This is an optimization exercise on Yosys and OpenROAD, whose aim is small area and a short achievable clock period, not a production implementation.
In this exercise RTL edits were held to simulation tests only and were not proved equivalent to the original.

## goertzel_filter
module goertzel_filter
  (input  [13:0] input_signal,
   input  clk,
   input  rst,
   output [39:0] magnitude);
Size in the first run: about 56 I/O pins.
==> flow/config.mk <==
export PLATFORM = sky130hd
export DESIGN_NAME = goertzel_filter
export DESIGN_NICKNAME = goertzel_filter
export VERILOG_FILES = /design/flow/design.v
export SDC_FILE = /design/flow/constraint.sdc
export NUM_CORES = 4
export LEC_CHECK = 0
export CAP_MARGIN = 20
export CORE_MARGIN = 2
export CORE_UTILIZATION = 55
export SLEW_MARGIN = 20
export SYNTH_HIERARCHICAL = 1
export SYNTH_MINIMUM_KEEP_SIZE = 0
==> flow/constraint.sdc <==
create_clock -name core_clock -period 45.0 [get_ports {clk}]
set_input_delay 9.0000 -clock core_clock [delete_from_list [all_inputs] [get_ports {clk}]]
set_output_delay 9.0000 -clock core_clock [all_outputs]
set_load 0.01 [all_outputs]
standard.sh (not shown) runs the stock make flow with config.mk's settings and CLKGATE_MAP_FILE= SYNTH_SCRIPT=/design/flow/synth_recipe.tcl, a recipe that flattens the netlist after the stock synthesis.
==> flow/flow/run.sh <==
#!/bin/bash
set -euo pipefail
bash standard.sh SETUP_SLACK_MARGIN=29 SETUP_MOVE_SEQUENCE=unbuffer,sizeup,swap finish > orfs_make.log 2>&1
Next try:
==> flow/flow/run.sh (replaced) <==
#!/bin/bash
set -euo pipefail
bash standard.sh SETUP_SLACK_MARGIN=28.5 finish > orfs_make.log 2>&1
- CORE_UTILIZATION: 55 -> 70
After rerunning:
- design area is about the same
- final cell count went down by a few percent
- setup slack is better by 0.14 ns
- maximum frequency rises slightly
- global-route usage is higher by 7.4 points
- wire length shrinks slightly
- die area shrinks by about a fifth
- first-iteration DRC count went up by a quarter to a third
- sequential share of layout area hardly moves
- core utilization grows by 16 points
Next try:
- CORE_UTILIZATION: 70 -> 55
- CTS_BUF_LIST: unset -> sky130_fd_sc_hd__clkbuf_8
- CTS_CLUSTER_SIZE: unset -> 40
- TNS_END_PERCENT: unset -> 10
Outcome: The changed run went through all stages and came out clean; design area came out lower by 0.65%; hold slack gets better by 0.019 ns; utilization fell by 17 points.
Next try:
==> flow/flow/run.sh (replaced) <==
#!/bin/bash
set -euo pipefail
bash standard.sh SETUP_SLACK_MARGIN=29.5 finish > orfs_make.log 2>&1
- CORE_UTILIZATION: 55 -> 40
- CTS_BUF_LIST: sky130_fd_sc_hd__clkbuf_8 -> unset
- CTS_CLUSTER_SIZE: 40 -> unset
- TNS_END_PERCENT: 10 -> unset
Effect: The changed run completed without violations; final area is higher by 4.3%; wire length goes up by about 4.6%; clock skew came out lower by 0.0078 ns.
Next try:
==> flow/flow/run.sh (replaced) <==
#!/bin/bash
set -euo pipefail
bash standard.sh SETUP_SLACK_MARGIN=28.5 finish > orfs_make.log 2>&1
- CORE_UTILIZATION: 40 -> 55
- CTS_BUF_LIST: unset -> sky130_fd_sc_hd__clkbuf_8
- CTS_CLUSTER_SIZE: unset -> 40
The new run went through all stages and came out clean.
Clock skew climbs by 0.0082 ns.
Worst hold slack loses 0.018 ns.
Setup slack gains 0.067 ns.
Maximum frequency grows slightly.
Global-route usage went up by 7.1 points.
Synthesized cell count stays the same.
Count of clock-buffer cells in the layout came out lower by 3.
Register-to-register slack got worse by 0.08 ns.
Core utilization went up by 15 points.
Next try:
==> flow/flow/run.sh (replaced) <==
#!/bin/bash
set -euo pipefail
bash standard.sh SETUP_SLACK_MARGIN=27.5 finish > orfs_make.log 2>&1
- CORE_UTILIZATION: 55 -> 40
- CTS_BUF_LIST: sky130_fd_sc_hd__clkbuf_8 -> unset
- CTS_CLUSTER_SIZE: 40 -> unset
Effect: Final area falls by 0.62%; via count falls by 2.5%; register-to-register slack got worse by 0.75 ns; area after synthesis does not change; clock skew falls by 0.0086 ns.

---

goertzel_filter again, from the RTL that the note above started with.
clock: 45.0 ns
lec_check: 0
cap_margin: 20
core_margin: 2
core_utilization: 55
cts_buf_list: sky130_fd_sc_hd__clkbuf_4 sky130_fd_sc_hd__clkbuf_8
slew_margin: 20
synth_hierarchical: 1
synth_minimum_keep_size: 0
==> flow/flow/run.sh <==
#!/bin/bash
set -euo pipefail
bash standard.sh SETUP_SLACK_MARGIN=28.5 finish > orfs_make.log 2>&1
==> next run, changes <==
--- a/flow/config.mk
+++ b/flow/config.mk
@@ -10,2 +10 @@
-export CORE_UTILIZATION = 55
-export CTS_BUF_LIST = sky130_fd_sc_hd__clkbuf_4 sky130_fd_sc_hd__clkbuf_8
+export CORE_UTILIZATION = 40
Cell count increases by 7.2%.
Hold slack gets better by 0.033 ns.
Clock skew is lower by 0.0082 ns.
Critical path depth does not change.
First-iteration DRC count is higher by 2.0%.
Routed wire length goes up by 4.2%.
Setup slack got worse by 0.032 ns.
Cell area rises by 1.9%.

---

goertzel_filter, a different RTL version from the one above (not shown whole).
Size in the first run: ~1800 cells after synthesis, roughly 56 I/O pins, about 0.021 mm² of cells after synthesis.
Design goertzel_filter, start of the top module:
module goertzel_filter
  (input  [13:0] input_signal,
   input  clk,
   input  rst,
   output [39:0] magnitude);
==> flow/config.mk <==
export PLATFORM = sky130hd
export DESIGN_NAME = goertzel_filter
export DESIGN_NICKNAME = goertzel_filter
export VERILOG_FILES = /design/flow/design.v
export SDC_FILE = /design/flow/constraint.sdc
export NUM_CORES = 4
export LEC_CHECK = 0
export CAP_MARGIN = 20
export CORE_MARGIN = 2
export CORE_UTILIZATION = 40
export SLEW_MARGIN = 20
export SYNTH_HIERARCHICAL = 1
export SYNTH_MINIMUM_KEEP_SIZE = 0
==> flow/constraint.sdc <==
create_clock -name core_clock -period 45.0 [get_ports {clk}]
set_input_delay 9.0000 -clock core_clock [delete_from_list [all_inputs] [get_ports {clk}]]
set_output_delay 9.0000 -clock core_clock [all_outputs]
set_load 0.01 [all_outputs]
==> flow/flow/run.sh <==
#!/bin/bash
set -euo pipefail
bash standard.sh SETUP_SLACK_MARGIN=28 finish > orfs_make.log 2>&1
Edit:
==> flow/flow/run.sh (replaced) <==
#!/bin/bash
set -euo pipefail
bash standard.sh SETUP_SLACK_MARGIN=29 finish > orfs_make.log 2>&1
What happened: Routed wire length went up by about 0.6%; die area stays the same; hold slack gets worse by 0.0044 ns; worst setup slack gets better by 0.14 ns.

separate check: timing with driven ports:
How much do the figures lean on ideal ports? The routed layouts below were timed once more, with nothing changed but the port constraints. Step 1 (the two cells are an assumption about what drives the block):
set clk [get_ports {clk}]
set_driving_cell -lib_cell sky130_fd_sc_hd__clkbuf_16 $clk
set_driving_cell -lib_cell sky130_fd_sc_hd__buf_2 [delete_from_list [all_inputs] $clk]
Step 2 times the ports against the registers' clock, not the clock port: input delays grow and output delays shrink by t, the midpoint of the rising clock arrivals with the driver on. Slacks: ideal ports / drivers / drivers and shift; pairs: ideal ports / drivers.
| run | t (ns) | setup WS [ns] | slew at the worst register clock pin (ns) |
|---|---|---|---|
| the first run of note 1 | 0.429 | 28.418 / 28.409 / 27.980 | 0.08 / 0.08 |
| the second run of note 1 | 0.432 | 28.556 / 28.583 / 28.150 | 0.08 / 0.08 |
| the third run of note 1 | 0.482 | 28.613 / 28.647 / 28.165 | 0.11 / 0.11 |
| the fourth run of note 1 | 0.436 | 28.568 / 28.548 / 28.112 | 0.07 / 0.07 |
| the fifth run of note 1 | 0.482 | 28.635 / 28.649 / 28.166 | 0.11 / 0.11 |
| the sixth run of note 1 | 0.439 | 27.783 / 27.802 / 27.364 | 0.08 / 0.08 |
| the first run of note 2 | 0.483 | 28.632 / 28.646 / 28.163 | 0.11 / 0.11 |
| the second run of note 2 | 0.439 | 28.600 / 28.609 / 28.170 | 0.07 / 0.07 |
| the first run of note 3 | 0.438 | 27.551 / 27.558 / 27.120 | 0.07 / 0.07 |
| the second run of note 3 | 0.448 | 27.687 / 27.708 / 27.261 | 0.08 / 0.08 |
After both steps setup and hold are still met in every run listed.
